Background: an optimization exercise with open tools, aiming at a short achievable clock period and few clock cycles per item. Do not read the settings as production practice.
The RTL was checked by simulation tests, not by an equivalence proof against the original design.
Power figures rest on the tool's default switching activity, not on a simulated workload.

===== design.v =====
`timescale 1ns / 1ps
module divider#(
  parameter WIDTH    = 32,
  parameter CACHING  =  0,
  parameter INIT_VLD =  0
)(
  input clk,
  input rst,
  input start,
  input      [WIDTH-1:0] dividend,
  input      [WIDTH-1:0] divisor,
  output     [WIDTH-1:0] quotient,
  output     [WIDTH-1:0] remainder,
  output reg zeroErr,
  output valid
);
  reg          vld;
  reg [3:0]    cnt;
  reg [31:0]   P;                
  reg [31:0]   AQ;               
  reg [539:0]  M;               
  assign valid     = vld;
  assign quotient  = AQ[31:0];
  assign remainder = P;
  wire          quick, zeroDivide;
  wire [31:0]   alP;
  wire [31:0]   alAQ;
  wire [3:0]    alCnt;
  wire [539:0]  mul;
  wire [31:0]   nextP;
  wire [3:0]    digit;
  divider_align u_align (.dividend(dividend), .divisor(divisor), .quick(quick),
    .zeroDivide(zeroDivide), .alP(alP), .alAQ(alAQ), .alCnt(alCnt));
  divider_mults u_mults (.d(divisor), .m(mul));
  wire [35:0] ps = {P, AQ[31:28]};
  wire [539:0] m = M;
  wire [15:0] ge;
  wire [511:0] t;
  assign ge[0] = 1'b1;
  assign t[31:0] = ps[31:0];
  wire [36:0] tt1 = {1'b0, ps} - {1'b0, m[35:0]};
  assign ge[1] = ~tt1[36];
  assign t[63:32] = tt1[31:0];
  wire [36:0] tt2 = {1'b0, ps} - {1'b0, m[71:36]};
  assign ge[2] = ~tt2[36];
  assign t[95:64] = tt2[31:0];
  wire [36:0] tt3 = {1'b0, ps} - {1'b0, m[107:72]};
  assign ge[3] = ~tt3[36];
  assign t[127:96] = tt3[31:0];
  wire [36:0] tt4 = {1'b0, ps} - {1'b0, m[143:108]};
  assign ge[4] = ~tt4[36];
  assign t[159:128] = tt4[31:0];
  wire [36:0] tt5 = {1'b0, ps} - {1'b0, m[179:144]};
  assign ge[5] = ~tt5[36];
  assign t[191:160] = tt5[31:0];
  wire [36:0] tt6 = {1'b0, ps} - {1'b0, m[215:180]};
  assign ge[6] = ~tt6[36];
  assign t[223:192] = tt6[31:0];
  wire [36:0] tt7 = {1'b0, ps} - {1'b0, m[251:216]};
  assign ge[7] = ~tt7[36];
  assign t[255:224] = tt7[31:0];
  wire [36:0] tt8 = {1'b0, ps} - {1'b0, m[287:252]};
  assign ge[8] = ~tt8[36];
  assign t[287:256] = tt8[31:0];
  wire [36:0] tt9 = {1'b0, ps} - {1'b0, m[323:288]};
  assign ge[9] = ~tt9[36];
  assign t[319:288] = tt9[31:0];
  wire [36:0] tt10 = {1'b0, ps} - {1'b0, m[359:324]};
  assign ge[10] = ~tt10[36];
  assign t[351:320] = tt10[31:0];
  wire [36:0] tt11 = {1'b0, ps} - {1'b0, m[395:360]};
  assign ge[11] = ~tt11[36];
  assign t[383:352] = tt11[31:0];
  wire [36:0] tt12 = {1'b0, ps} - {1'b0, m[431:396]};
  assign ge[12] = ~tt12[36];
  assign t[415:384] = tt12[31:0];
  wire [36:0] tt13 = {1'b0, ps} - {1'b0, m[467:432]};
  assign ge[13] = ~tt13[36];
  assign t[447:416] = tt13[31:0];
  wire [36:0] tt14 = {1'b0, ps} - {1'b0, m[503:468]};
  assign ge[14] = ~tt14[36];
  assign t[479:448] = tt14[31:0];
  wire [36:0] tt15 = {1'b0, ps} - {1'b0, m[539:504]};
  assign ge[15] = ~tt15[36];
  assign t[511:480] = tt15[31:0];
  wire [31:0] mx0_0 = ge[1] ? t[63:32] : t[31:0];
  wire [3:0] dx0_0 = ge[1] ? 4'd1 : 4'd0;
  wire [31:0] mx0_1 = ge[3] ? t[127:96] : t[95:64];
  wire [3:0] dx0_1 = ge[3] ? 4'd3 : 4'd2;
  wire [31:0] mx0_2 = ge[5] ? t[191:160] : t[159:128];
  wire [3:0] dx0_2 = ge[5] ? 4'd5 : 4'd4;
  wire [31:0] mx0_3 = ge[7] ? t[255:224] : t[223:192];
  wire [3:0] dx0_3 = ge[7] ? 4'd7 : 4'd6;
  wire [31:0] mx0_4 = ge[9] ? t[319:288] : t[287:256];
  wire [3:0] dx0_4 = ge[9] ? 4'd9 : 4'd8;
  wire [31:0] mx0_5 = ge[11] ? t[383:352] : t[351:320];
  wire [3:0] dx0_5 = ge[11] ? 4'd11 : 4'd10;
  wire [31:0] mx0_6 = ge[13] ? t[447:416] : t[415:384];
  wire [3:0] dx0_6 = ge[13] ? 4'd13 : 4'd12;
  wire [31:0] mx0_7 = ge[15] ? t[511:480] : t[479:448];
  wire [3:0] dx0_7 = ge[15] ? 4'd15 : 4'd14;
  wire [31:0] mx1_0 = ge[2] ? mx0_1 : mx0_0;
  wire [3:0] dx1_0 = ge[2] ? dx0_1 : dx0_0;
  wire [31:0] mx1_1 = ge[6] ? mx0_3 : mx0_2;
  wire [3:0] dx1_1 = ge[6] ? dx0_3 : dx0_2;
  wire [31:0] mx1_2 = ge[10] ? mx0_5 : mx0_4;
  wire [3:0] dx1_2 = ge[10] ? dx0_5 : dx0_4;
  wire [31:0] mx1_3 = ge[14] ? mx0_7 : mx0_6;
  wire [3:0] dx1_3 = ge[14] ? dx0_7 : dx0_6;
  wire [31:0] mx2_0 = ge[4] ? mx1_1 : mx1_0;
  wire [3:0] dx2_0 = ge[4] ? dx1_1 : dx1_0;
  wire [31:0] mx2_1 = ge[12] ? mx1_3 : mx1_2;
  wire [3:0] dx2_1 = ge[12] ? dx1_3 : dx1_2;
  wire [31:0] mx3_0 = ge[8] ? mx2_1 : mx2_0;
  wire [3:0] dx3_0 = ge[8] ? dx2_1 : dx2_0;
  assign nextP = mx3_0;
  assign digit = dx3_0;
  always @(posedge clk) begin
    if (rst) begin
      vld <= 1'b0;
      cnt <= 0;
    end else if (start) begin
      vld <= quick;
      cnt <= quick ? 4'd0 : alCnt;
    end else if (cnt != 0) begin
      cnt <= cnt - 1'b1;
      if (cnt == 1) vld <= 1'b1;
    end
  end
  always @(posedge clk) begin
    if (rst) zeroErr <= 1'b0;
    else if (start) zeroErr <= zeroDivide;
  end
  always @(posedge clk) begin
    if (start) M <= mul;
  end
  always @(posedge clk) begin
    if (start) begin
      P  <= alP;
      AQ <= alAQ;
    end else if (cnt != 0) begin
      P  <= nextP;
      AQ <= {AQ[27:0], digit};
    end
  end
endmodule
module divider_align (
  input  [31:0] dividend,
  input  [31:0] divisor,
  output        quick,
  output        zeroDivide,
  output [31:0] alP,
  output [31:0] alAQ,
  output [3:0] alCnt
);
  wire [8:0] lt;    
  assign lt[0] = dividend[31:1] < divisor;
  assign lt[1] = dividend[31:5] < divisor;
  assign lt[2] = dividend[31:9] < divisor;
  assign lt[3] = dividend[31:13] < divisor;
  assign lt[4] = dividend[31:17] < divisor;
  assign lt[5] = dividend[31:21] < divisor;
  assign lt[6] = dividend[31:25] < divisor;
  assign lt[7] = dividend[31:29] < divisor;
  assign lt[8] = divisor != 0;
  wire [8:0] first = lt & ~{lt[7:0], 1'b0};
  assign zeroDivide = divisor == 0;
  assign quick = zeroDivide | lt[0];
  wire [32:0] s0 = {1'b0, dividend} - {1'b0, divisor};
  wire [31:0] cand0 = s0[32] ? dividend : s0[31:0];
  wire [32:0] s1 = {1'b0, {4'd0, dividend[31:4]}} - {1'b0, divisor};
  wire [31:0] cand1 = s1[32] ? {4'd0, dividend[31:4]} : s1[31:0];
  wire [32:0] s2 = {1'b0, {8'd0, dividend[31:8]}} - {1'b0, divisor};
  wire [31:0] cand2 = s2[32] ? {8'd0, dividend[31:8]} : s2[31:0];
  wire [32:0] s3 = {1'b0, {12'd0, dividend[31:12]}} - {1'b0, divisor};
  wire [31:0] cand3 = s3[32] ? {12'd0, dividend[31:12]} : s3[31:0];
  wire [32:0] s4 = {1'b0, {16'd0, dividend[31:16]}} - {1'b0, divisor};
  wire [31:0] cand4 = s4[32] ? {16'd0, dividend[31:16]} : s4[31:0];
  wire [32:0] s5 = {1'b0, {20'd0, dividend[31:20]}} - {1'b0, divisor};
  wire [31:0] cand5 = s5[32] ? {20'd0, dividend[31:20]} : s5[31:0];
  wire [32:0] s6 = {1'b0, {24'd0, dividend[31:24]}} - {1'b0, divisor};
  wire [31:0] cand6 = s6[32] ? {24'd0, dividend[31:24]} : s6[31:0];
  wire [32:0] s7 = {1'b0, {28'd0, dividend[31:28]}} - {1'b0, divisor};
  wire [31:0] cand7 = s7[32] ? {28'd0, dividend[31:28]} : s7[31:0];
  assign alP = ({32{first[0]}} & cand0) |
               ({32{first[1]}} & cand1) |
               ({32{first[2]}} & cand2) |
               ({32{first[3]}} & cand3) |
               ({32{first[4]}} & cand4) |
               ({32{first[5]}} & cand5) |
               ({32{first[6]}} & cand6) |
               ({32{first[7]}} & cand7);
  assign alAQ = ({32{first[1]}} & {dividend[3:0], 28'd0}) |
                ({32{first[2]}} & {dividend[7:0], 24'd0}) |
                ({32{first[3]}} & {dividend[11:0], 20'd0}) |
                ({32{first[4]}} & {dividend[15:0], 16'd0}) |
                ({32{first[5]}} & {dividend[19:0], 12'd0}) |
                ({32{first[6]}} & {dividend[23:0], 8'd0}) |
                ({32{first[7]}} & {dividend[27:0], 4'd0}) |
                ({32{first[8]}} & {dividend[31:0]}) |
                {31'd0, (first[0] & ~s0[32]) | (first[1] & ~s1[32]) | (first[2] & ~s2[32]) | (first[3] & ~s3[32]) | (first[4] & ~s4[32]) | (first[5] & ~s5[32]) | (first[6] & ~s6[32]) | (first[7] & ~s7[32])};
  assign alCnt = ({4{first[1]}} & 4'd1) |
                 ({4{first[2]}} & 4'd2) |
                 ({4{first[3]}} & 4'd3) |
                 ({4{first[4]}} & 4'd4) |
                 ({4{first[5]}} & 4'd5) |
                 ({4{first[6]}} & 4'd6) |
                 ({4{first[7]}} & 4'd7) |
                 ({4{first[8]}} & 4'd8);
endmodule
module divider_mults (
  input  [31:0] d,
  output [539:0] m
);
  wire [35:0] X = {4'd0, d};
  wire [35:0] mul1 = X;
  assign m[35:0] = mul1;
  wire [35:0] mul2 = (X << 1);
  assign m[71:36] = mul2;
  wire [35:0] mul3 = X + (X << 1);
  assign m[107:72] = mul3;
  wire [35:0] mul4 = (X << 2);
  assign m[143:108] = mul4;
  wire [35:0] mul5 = X + (X << 2);
  assign m[179:144] = mul5;
  wire [35:0] mul6 = (X << 1) + (X << 2);
  assign m[215:180] = mul6;
  wire [35:0] mul7 = (X << 3) - X;
  assign m[251:216] = mul7;
  wire [35:0] mul8 = (X << 3);
  assign m[287:252] = mul8;
  wire [35:0] mul9 = X + (X << 3);
  assign m[323:288] = mul9;
  wire [35:0] mul10 = (X << 1) + (X << 3);
  assign m[359:324] = mul10;
  wire [35:0] mul11_s0 = X ^ (X << 1) ^ (X << 3);
  wire [35:0] mul11_c0 = ((X & (X << 1)) | (X & (X << 3)) | ((X << 1) & (X << 3))) << 1;
  wire [35:0] mul11 = mul11_s0 + mul11_c0;
  assign m[395:360] = mul11;
  wire [35:0] mul12 = (X << 2) + (X << 3);
  assign m[431:396] = mul12;
  wire [35:0] mul13_s0 = X ^ (X << 2) ^ (X << 3);
  wire [35:0] mul13_c0 = ((X & (X << 2)) | (X & (X << 3)) | ((X << 2) & (X << 3))) << 1;
  wire [35:0] mul13 = mul13_s0 + mul13_c0;
  assign m[467:432] = mul13;
  wire [35:0] mul14 = (X << 4) - (X << 1);
  assign m[503:468] = mul14;
  wire [35:0] mul15 = (X << 4) - X;
  assign m[539:504] = mul15;
endmodule

===== run.sh =====
#!/bin/bash
# synth_recipe.tcl (not shown) runs the flow's synth.tcl, then flattens the netlist and writes it again
# the make line also repeats each setting of config.mk as NAME=value (left out here)
make -C /OpenROAD-flow-scripts/flow DESIGN_CONFIG=/design/flow/config.mk WORK_HOME=/design/flow/orfs CLKGATE_MAP_FILE= SYNTH_SCRIPT=/design/flow/synth_recipe.tcl finish

===== config.mk =====
export PLATFORM = sky130hd
export DESIGN_NAME = divider
export DESIGN_NICKNAME = divider
export VERILOG_FILES = /design/flow/design.v
export SDC_FILE = /design/flow/constraint.sdc
export NUM_CORES = 4
export LEC_CHECK = 0
export CAP_MARGIN = 20
export CORE_MARGIN = 2
export CORE_UTILIZATION = 40
export SETUP_SLACK_MARGIN = 4.5
export SLEW_MARGIN = 20
export SYNTH_HIERARCHICAL = 1

===== constraint.sdc =====
create_clock -name core_clock -period 7.0 [get_ports {clk}]
set_input_delay 1.4000 -clock core_clock [delete_from_list [all_inputs] [get_ports {clk}]]
set_output_delay 1.4000 -clock core_clock [all_outputs]
set_load 0.01 [all_outputs]

==> impl_metrics.yaml <==
power:
  p_per_area_mw_per_mm2: 438
  clkPwrFrac_pct: 9.7
  p_sw_mw: 24.1
  intPower_mw: 22.1
  pwr-share-comb_pct: 78.9
  ir_worst_vdd_v: 0.000266
  cellLeakagePower_nw: 45.7
  seq_power_share_pct: 11.3
  sw_frac_of_total_pct: 52.1
  p_total_mw: 46.2
sta:
  post-route-min-period_ps: 4790
  fmax_ghz: 0.209
  fin_crit_sh_pct: 68.5
  timing.setup.tns_ps: 0
  rsz0062_at_grt: "true"
  finalHoldViolCount: 0
  finalWorstSetupSlack_ps: 2210
  whs_ps: 570
  setup_violations: 0
  clock_skew_ps: 48.1
  worstMarginPinSlew_ps: 1310
  slew_headroom_pct: 11.7
  drv_slew: 0
routing:
  wl_per_cell_um: 29.8
  antenna_left: 0
  vias: 80405
  detail_route.first_pass.iterations: 9
  drc: 0
  viasPerCell: 6.23
  routed_wl_um: 384000
  drt-initial-drc-count: 8688
worst_setup_path:
  crit_required_ps: 7470
  r2r-start: "AQ[29]$_DFFE_PP_"
  arrival_ps: 5260
  worst_setup_path_start_kind: "flop"
  critical_path_class: "flop to flop"
  rrSetupSlack_ps: 2210
  crit_slowest_cell: "a31oi_1"
  rr_worst_depth: 14
  cp-endpoint: "P[31]$_DFFE_PP_"
  critPathLaunch: "AQ[29]$_DFFE_PP_"
  worstSetupEndpointType: "flop"
  path_cells: "buf_4 > buf_8 > ha_1 > nor2b_1 > o31ai_1 > o21ai_0 > a21bo_2 > a31oi_1 > o31ai_1 > o31ai_1 > xnor2_1 > a31oi_1 > a31oi_1 > a211o_1"
  path_max_fanout: 17
  r2r_end: "P[31]$_DFFE_PP_"
  critPathMaxStageDelay_ps: 550
place:
  place_ws_ps: 433
  gp_congestion: 1.04
  dp_hpwl_um: 275000
  port_buffers: 132
die:
  start_util_pct: 40.1
  die_h_um: 446
  core_area_mm2: 0.194
  io_pins: 133
  num_rows: 162
  die_area_mm2: 0.199
  fp.dieW_um: 446
global_route:
  grt_pass1_vias: 78486
  grt_pass1_wl_um: 535000
  grt_max_degree: 135
  antenna_found_initial: 12
  grt_remaining_overflow: 0
  grt_usage_pct: 37.0
clock_network:
  path_clk_slew_ps: 60
  clock_latency_ps: 730
  postCtsHoldBufs: 0
  h-tree-depth: 3
  cts-root-buf: "clkbuf_16"
  cts_tree: "yes"
  numCtsBuffers: 82
  clock-sinks: 610
  ctsLongestPathBuffers: 3
synth:
  ys_dominant_reg_cell: "edfxtp_1"
  yosys_warnings: 7
  synth-seq-cells: 610
  syn_area_mm2: 0.0780
  synth_cell_type_count: 113
  syn_inst: 9300
  synth_seq_area_share_pct: 23.4
  synth_enable_flop_cells: 604
  synth_async_sr_flop_share_pct: 0
  syn_area_per_cell_um2: 8.39
cells_and_area:
  seqCellArea_mm2: 0.0183
  mostFrequentLayoutCell: "ha_1"
  area_growth_pct: 35.3
  drive_gt1_share_pct: 27.8
  fillers: 17354
  multiInputGateArea_mm2: 0.0622
  nets: 11475
  final_cell_mix: "ha_1 (874), buf_4 (779), inv_1 (738), a21oi_1 (737), nand2_1 (618)"
worst_hold_path:
  hold_path_class: "flop to flop"
  worstHoldStart: "vld$_SDFFE_PP0P_"
outcome:
  outcome: "no timing/DRC/antenna violations"
flow_run:
  max-cap-violations: 0
[kinds of logic (layout without fill, tap and decap cells)]
family | after synthesis | after routing | synth area share [%]
AO/OA/AOI/OAI | 3103 | 3106 | 26.2
AND/OR/NAND/NOR | 2252 | 2253 | 13.8
buffers and inverters | 1391 | 2416 | 8.30
adder cells (fa/ha/maj) | 1120 | 1120 | 18.8
XOR/XNOR | 700 | 700 | 7.86
flip-flops | 610 | 610 | 23.4
multiplexers | 123 | 123 | 1.66
other | 1 | 26 | 0.00481
[worst max-delay path, delay by kind of cell, from the launching register on]
family	cells	cell delay (ps)
fa+ha+maj	1	270
compound gates	9	3140
buf+inv	2	350
flops	1	480
xor+xnor	1	150
simple gates	1	130
[modules after synthesis, one instance, submodules excluded]
module | cells inside | flip-flops and latches
divider_mults | 1943 | 0
divider_align | 1901 | 0
divider | 5456 | 610
[final cells by class]
type | count | area share (%)
clock buffers | 95 | 2.03
multi-input cells | 7327 | 58.9
diodes | 1 | 0.00237
well taps | 2542 | 3.01
clock inverters | 54 | 0.554
inverters | 797 | 3.02
flip-flops and latches | 610 | 17.3
repair buffers | 1470 | 15.2
[cell usage after synthesis (186+ instances only)]
master,number,area (µm²)
ha_1,1033,12900
a21oi_1,892,4460
inv_1,796,2990
nand2_1,657,2470
nor2_1,606,2270
edfxtp_1,604,18100
o21ai_0,530,2650
xnor2_1,425,3720
a21o_1,395,2970
buf_4,312,2340
xor2_1,275,2410
clkbuf_1,213,800
nand3_1,186,931
[registers in the layout, summed over array words and instances (netlist names)]
name / count
M: 540
AQ: 32
zeroErr: 1
P: 32
vld: 1
cnt: 4
[worst min path at each step]
stage / depth (start not counted) / end
final: 2 / vld$_SDFFE_PP0P_
after global routing: 1 / AQ[25]$_DFFE_PP_
after detailed placement: 2 / zeroErr$_SDFFE_PP0P_
after floorplan: 2 / zeroErr$_SDFFE_PP0P_
after CTS: 1 / AQ[23]$_DFFE_PP_
after global placement: 2 / zeroErr$_SDFFE_PP0P_
[power groups by stage]
stage	logic [mW]	clock network [mW]	registers (mW)
6_report	36.4	4.50	5.23
5_1_grt	38.2	4.64	5.29
4_1_cts	33.6	4.53	5.22
3_5_place_dp	27.9	0	5.80
3_3_place_gp	27.7	0	5.79
2_1_floorplan	18.2	0	5.58
[routing by layer]
layer  wire length, µm  global-route usage (%)  up-vias  part of all wire, %
met4             29200                    22.5        4                  7.6
met2            174000                    60.7     4129                   45
met1            148000                    46.0    39171                   38
li1                  -                       -    35976                    -
met3             33100                    5.34     1125                  8.6
met5                23                       0        -               0.0060
[what timing repair did]
item,4_1_cts,5_1_grt
gates resized for setup,1937,572
buffers inserted,725,257
endpoints found under the setup margin,605,520
pin swaps,464,397
cloned,38,4
[metrics by stage]
step                      cell area (µm²)  utilization [%]  cells
after floorplan                     80300                -   9324
after global placement              83700             43.0  11721
after detailed placement            83700             43.0  11722
after CTS                          101000             51.9  12634
after global routing               106000             54.3  12896
final                              106000             54.3  12896
Testbench counts, summed over its fixed seeds: cycles 8,486, items 3,200.

[separate check: timing with driven ports]
The flow's constraints put no driver on any port. The routed layout listed below was extracted and timed again, unchanged, in two steps.
Step 1 assumes that a clkbuf_16 drives the clock port and a buf_2 every other input.
Step 2, shift: input delay + t, output delay - t, t = (earliest + latest rising clock arrival at the registers) / 2. This alone moves slack from input paths to output paths.
Slacks: ideal / step 1 / step 2; pairs: ideal / step 1.
shift t [ns]: 0.800
setup WS [ns]: 2.208 / 2.208 / 1.563
hold WS [ns]: 0.570 / 0.570 / 0.570
worst data-port slew with drivers (ns): 0.31
cell pins on the clock port's net: 1
After both steps setup and hold are still met in this run. The setup slack of this run moves by 0.000 ns with the drivers and by -0.645 ns with both steps.
